This design comes from an exercise in tuning for small area and a short achievable clock period on the open sky130 flow, not from production work.
The RTL was checked by simulation tests, not by an equivalence proof against the original design.
Power and IR drop assume default switching activity.

## north
==> flow/design.v <==
module ao3n
    ( input wire a0, input wire s0
    , input wire a1, input wire s1
    , input wire a2, input wire s2
    , output wire yn
    );
assign yn = ~((a0 & s0) | (a1 & s1) | (a2 & s2));
endmodule
module wbit
    ( input wire q
    , input wire d
    , input wire we
    , input wire hold
    , output wire y
    );
assign y = (we & d) | (hold & q);
endmodule
module predec2
    ( input wire[1:0] a
    , input wire en
    , output reg[3:0] p
    , output reg[3:0] pn
    );
integer k;
always @(*)
    for (k = 0; k < 4; k = k + 1) begin
        p[k]  = en && a == k;
        pn[k] = !(en && a == k);
    end
endmodule
module predec3
    ( input wire[2:0] a
    , output reg[7:0] p
    , output reg[7:0] pn
    );
integer k;
always @(*)
    for (k = 0; k < 8; k = k + 1) begin
        p[k]  = a == k;
        pn[k] = a != k;
    end
endmodule
module nor2m (input wire a, input wire b, output wire y);
assign y = ~(a | b);
endmodule
module nand2m (input wire a, input wire b, output wire y);
assign y = ~(a & b);
endmodule
module dec5
    ( input wire[4:0] a
    , output reg[31:0] y
    );
integer k;
always @(*)
    for (k = 0; k < 32; k = k + 1)
        y[k] = a == k;
endmodule
module dec5c
    ( input wire[4:0] a
    , input wire en
    , output wire[31:0] y
    , output wire[31:0] yn
    );
wire [3:0] lo, lon;
wire [7:0] hi, hin;
predec2 pl (.a(a[1:0]), .en(en), .p(lo), .pn(lon));
predec3 ph (.a(a[4:2]), .p(hi), .pn(hin));
genvar k;
generate
    for (k = 0; k < 32; k = k + 1) begin : g
        nor2m  u (.a(lon[k % 4]), .b(hin[k / 4]), .y(y[k]));
        nand2m v (.a(lo[k % 4]), .b(hi[k / 4]), .y(yn[k]));
    end
endgenerate
endmodule
module and4m (input wire a, input wire b, input wire c, input wire d, output wire y);
assign y = a & b & c & d;
endmodule
module and3m (input wire a, input wire b, input wire c, output wire y);
assign y = a & b & c;
endmodule
module nand3m (input wire a, input wire b, input wire c, output wire y);
assign y = ~(a & b & c);
endmodule
module or11n
    ( input wire[10:0] tn
    , output wire y
    );
wire p0, p1, p2;
and4m  g0 (.a(tn[0]), .b(tn[1]), .c(tn[2]), .d(tn[3]), .y(p0));
and4m  g1 (.a(tn[4]), .b(tn[5]), .c(tn[6]), .d(tn[7]), .y(p1));
and3m  g2 (.a(tn[8]), .b(tn[9]), .c(tn[10]), .y(p2));
nand3m g3 (.a(p0), .b(p1), .c(p2), .y(y));
endmodule
module resgate (input wire a, input wire r, input wire b, output wire y);
assign y = a & ~r & ~b;
endmodule
module addmachine
    ( input wire clock
    , input wire reset
    , input wire prog_we
    , input wire[4:0] prog_addr
    , input wire[7:0] prog_data
    , output wire[7:0] res
    );
reg [7:0] acc;
reg [7:0] ex;
reg [7:0] opr;
reg       opf;
reg [7:0] fi;
reg       nfi, nacc, bub;
reg [4:0] fad;
wire is_loadi = ex[7:4] == 4'b0001;
wire is_addi  = ex[7:4] == 4'b0010;
wire is_load  = ex[7:5] == 3'b101;
wire is_store = ex[7:5] == 3'b110 && !bub;
wire rd_mem   = ex[7:6] == 2'b10;            
wire keep_acc = ~(is_loadi | is_load);       
wire [7:0] wdata = reset ? prog_data : acc;
wire [4:0] waddr = reset ? prog_addr : ex[4:0];
wire       wen   = reset ? prog_we : is_store;
wire [31:0] we, hold;
dec5c dw (.a(waddr), .en(wen), .y(we), .yn(hold));
wire [7:0] nx    = ({8{nfi}} & fi) | ({8{nacc}} & acc) | ({8{bub}} & mem[0]);
wire [4:0] oaddr = nx[4:0];
wire       fwd_o = is_store && ex[4:0] == oaddr;
wire       fwd_f = is_store && ex[4:0] == fad;
wire [31:0] sel_op, sel_f;
dec5 dop (.a(oaddr), .y(sel_op));
dec5 df  (.a(fad), .y(sel_f));
reg [7:0] mem [0:31];
wire [7:0] opr_nxt, fi_nxt;
genvar i, j;
generate
    for (i = 0; i < 32; i = i + 1) begin : m
        wire [7:0] nxt;
        for (j = 0; j < 8; j = j + 1) begin : b
            wbit w (.q(mem[i][j]), .d(wdata[j]), .we(we[i]), .hold(hold[i]), .y(nxt[j]));
        end
        always @(posedge clock)
            mem[i] <= nxt;
    end
    for (j = 0; j < 8; j = j + 1) begin : r
        wire [10:0] to, tf;
        for (i = 0; i < 10; i = i + 1) begin : g
            ao3n uo (.a0(mem[3*i][j]), .s0(sel_op[3*i]), .a1(mem[3*i+1][j]), .s1(sel_op[3*i+1]),
                     .a2(mem[3*i+2][j]), .s2(sel_op[3*i+2]), .yn(to[i]));
            ao3n uf (.a0(mem[3*i][j]), .s0(sel_f[3*i]), .a1(mem[3*i+1][j]), .s1(sel_f[3*i+1]),
                     .a2(mem[3*i+2][j]), .s2(sel_f[3*i+2]), .yn(tf[i]));
        end
        assign to[10] = ~((mem[30][j] & sel_op[30]) | (mem[31][j] & sel_op[31]));
        assign tf[10] = ~((mem[30][j] & sel_f[30]) | (mem[31][j] & sel_f[31]));
        or11n co (.tn(to), .y(opr_nxt[j]));
        or11n cf (.tn(tf), .y(fi_nxt[j]));
    end
endgenerate
wire [7:0] imm = (is_loadi | is_addi) ? {4'b0000, ex[3:0]} : 8'd0;
wire [7:0] opv = rd_mem ? (opf ? acc : opr) : 8'd0;
wire [7:0] sum = (keep_acc ? acc : 8'd0) + (opv | imm);
always @(posedge clock) begin
    opr <= opr_nxt;
    opf <= fwd_o;
    fi  <= fi_nxt;
    ex  <= nx;
    acc <= bub ? 8'd0 : sum;
    bub <= reset;
    if (reset) begin
        nfi  <= 1'b0;
        nacc <= 1'b0;
        fad  <= 5'd1;
    end else begin
        nacc <= (nx[7:5] == 3'b110 && nx[4:0] == fad) || fwd_f;
        nfi  <= !((nx[7:5] == 3'b110 && nx[4:0] == fad) || fwd_f);
        fad  <= nx[7:5] == 3'b111 ? nx[4:0] : fad + 5'd1;
    end
end
genvar q;
generate
    for (q = 0; q < 8; q = q + 1) begin : o
        resgate g (.a(acc[q]), .r(reset), .b(bub), .y(res[q]));
    end
endgenerate
endmodule
Settings: LEC_CHECK=0, ABC_CLOCK_PERIOD_IN_PS=2800, CAP_MARGIN=20, CELL_PAD_IN_SITES_DETAIL_PLACEMENT=1, CELL_PAD_IN_SITES_GLOBAL_PLACEMENT=2, CORE_MARGIN=2, CORE_UTILIZATION=45, PLACE_DENSITY=0.65, SETUP_SLACK_MARGIN=3.1, SLEW_MARGIN=20, SYNTH_HIERARCHICAL=1, SYNTH_MINIMUM_KEEP_SIZE=0, TNS_END_PERCENT=100; clock period 6.0 ns.
standard.sh (not shown) runs the stock make flow with config.mk's settings and CLKGATE_MAP_FILE= SYNTH_SCRIPT=/design/flow/synth_recipe.tcl, a recipe that flattens the netlist after the stock synthesis.
==> flow/flow/run.sh <==
#!/bin/bash
# The standard layout, with two changes: the ports get plain buf_2 buffers
# (which timing repair may resize), and clock tree synthesis adds no dummy
# loads and clusters more flip-flops per leaf buffer.
set -euo pipefail
export BUFFER_PORTS_ARGS="-buffer_cell sky130_fd_sc_hd__buf_2"
export CTS_ARGS="-sink_clustering_enable -repair_clock_nets -buf_list {sky130_fd_sc_hd__clkbuf_4 sky130_fd_sc_hd__clkbuf_8} -sink_clustering_size 14 -sink_clustering_max_diameter 60 -dont_use_dummy_load"
bash standard.sh > standard.log 2>&1
Edits applied to the flow inputs when going from north to south:
--- a/flow/design.v
+++ b/flow/design.v
@@ -44,18 +44,42 @@
 assign y = ~(a | b);
 endmodule
 module nand2m (input wire a, input wire b, output wire y);
 assign y = ~(a & b);
 endmodule
+module predec2n
+    ( input wire[1:0] a
+    , output reg[3:0] pn
+    );
+integer k;
+always @(*)
+    for (k = 0; k < 4; k = k + 1)
+        pn[k] = a != k;
+endmodule
+module predec3n
+    ( input wire[2:0] a
+    , output reg[7:0] pn
+    );
+integer k;
+always @(*)
+    for (k = 0; k < 8; k = k + 1)
+        pn[k] = a != k;
+endmodule
 module dec5
     ( input wire[4:0] a
-    , output reg[31:0] y
-    );
-integer k;
-always @(*)
-    for (k = 0; k < 32; k = k + 1)
-        y[k] = a == k;
+    , output wire[31:0] y
+    );
+wire [3:0] lon;
+wire [7:0] hin;
+predec2n pl (.a(a[1:0]), .pn(lon));
+predec3n ph (.a(a[4:2]), .pn(hin));
+genvar k;
+generate
+    for (k = 0; k < 32; k = k + 1) begin : g
+        nor2m u (.a(lon[k % 4]), .b(hin[k / 4]), .y(y[k]));
+    end
+endgenerate
 endmodule
 module dec5c
     ( input wire[4:0] a
     , input wire en
     , output wire[31:0] y
## What came out
On combinational share of power: south sits above north. Between south and north, it is south whose global-route usage is higher, by 0.71 points. Wire length of south exceeds that of north slightly. The slew of the pin with the lowest slew margin on north is in line with that on south. In the metrics for north and south, the one carrying the higher sequential share of layout area is north. On south: clock share of power is 0.8 points lower than what north gave. Top layer used by detailed routing = met5: north; top layer used by detailed routing = met4: south. south: slack of the worst reg-to-reg path lower than north. A startpoint of the most critical setup path of bub$_DFF_P_ is what south shows, while reset belongs to north. On final critical-path setup slack, south does worse than north. south ends up with lower routing usage on met1 than north does. Comparing post-synthesis cell count for north and south, the bigger number came from north.

## afterwards: timing with drivers on the ports
No port has a modelled driver above. Below, the same layouts with a new extraction and two added sets of constraints.
Step 1, drivers: a clkbuf_16 drives clock and a buf_2 each remaining input, both assumed.
Step 2, shift: input delay + t, output delay - t, t = (earliest + latest rising clock arrival at the registers) / 2. This alone moves slack from input paths to output paths.
Slacks: no drivers / after step 1 / after step 2; pairs: no drivers / after step 1.
run | t, ns | setup WS [ns] | worst setup path after step 2
north | 0.648 | 3.127 / 3.078 / 2.520 | input to register
south | 0.643 | 3.094 / 3.050 / 2.630 | input to register
After both steps every run listed still meets setup and hold. The setup slack of north, which loses most, moves by -0.049 ns with the drivers and by -0.607 ns with both steps.
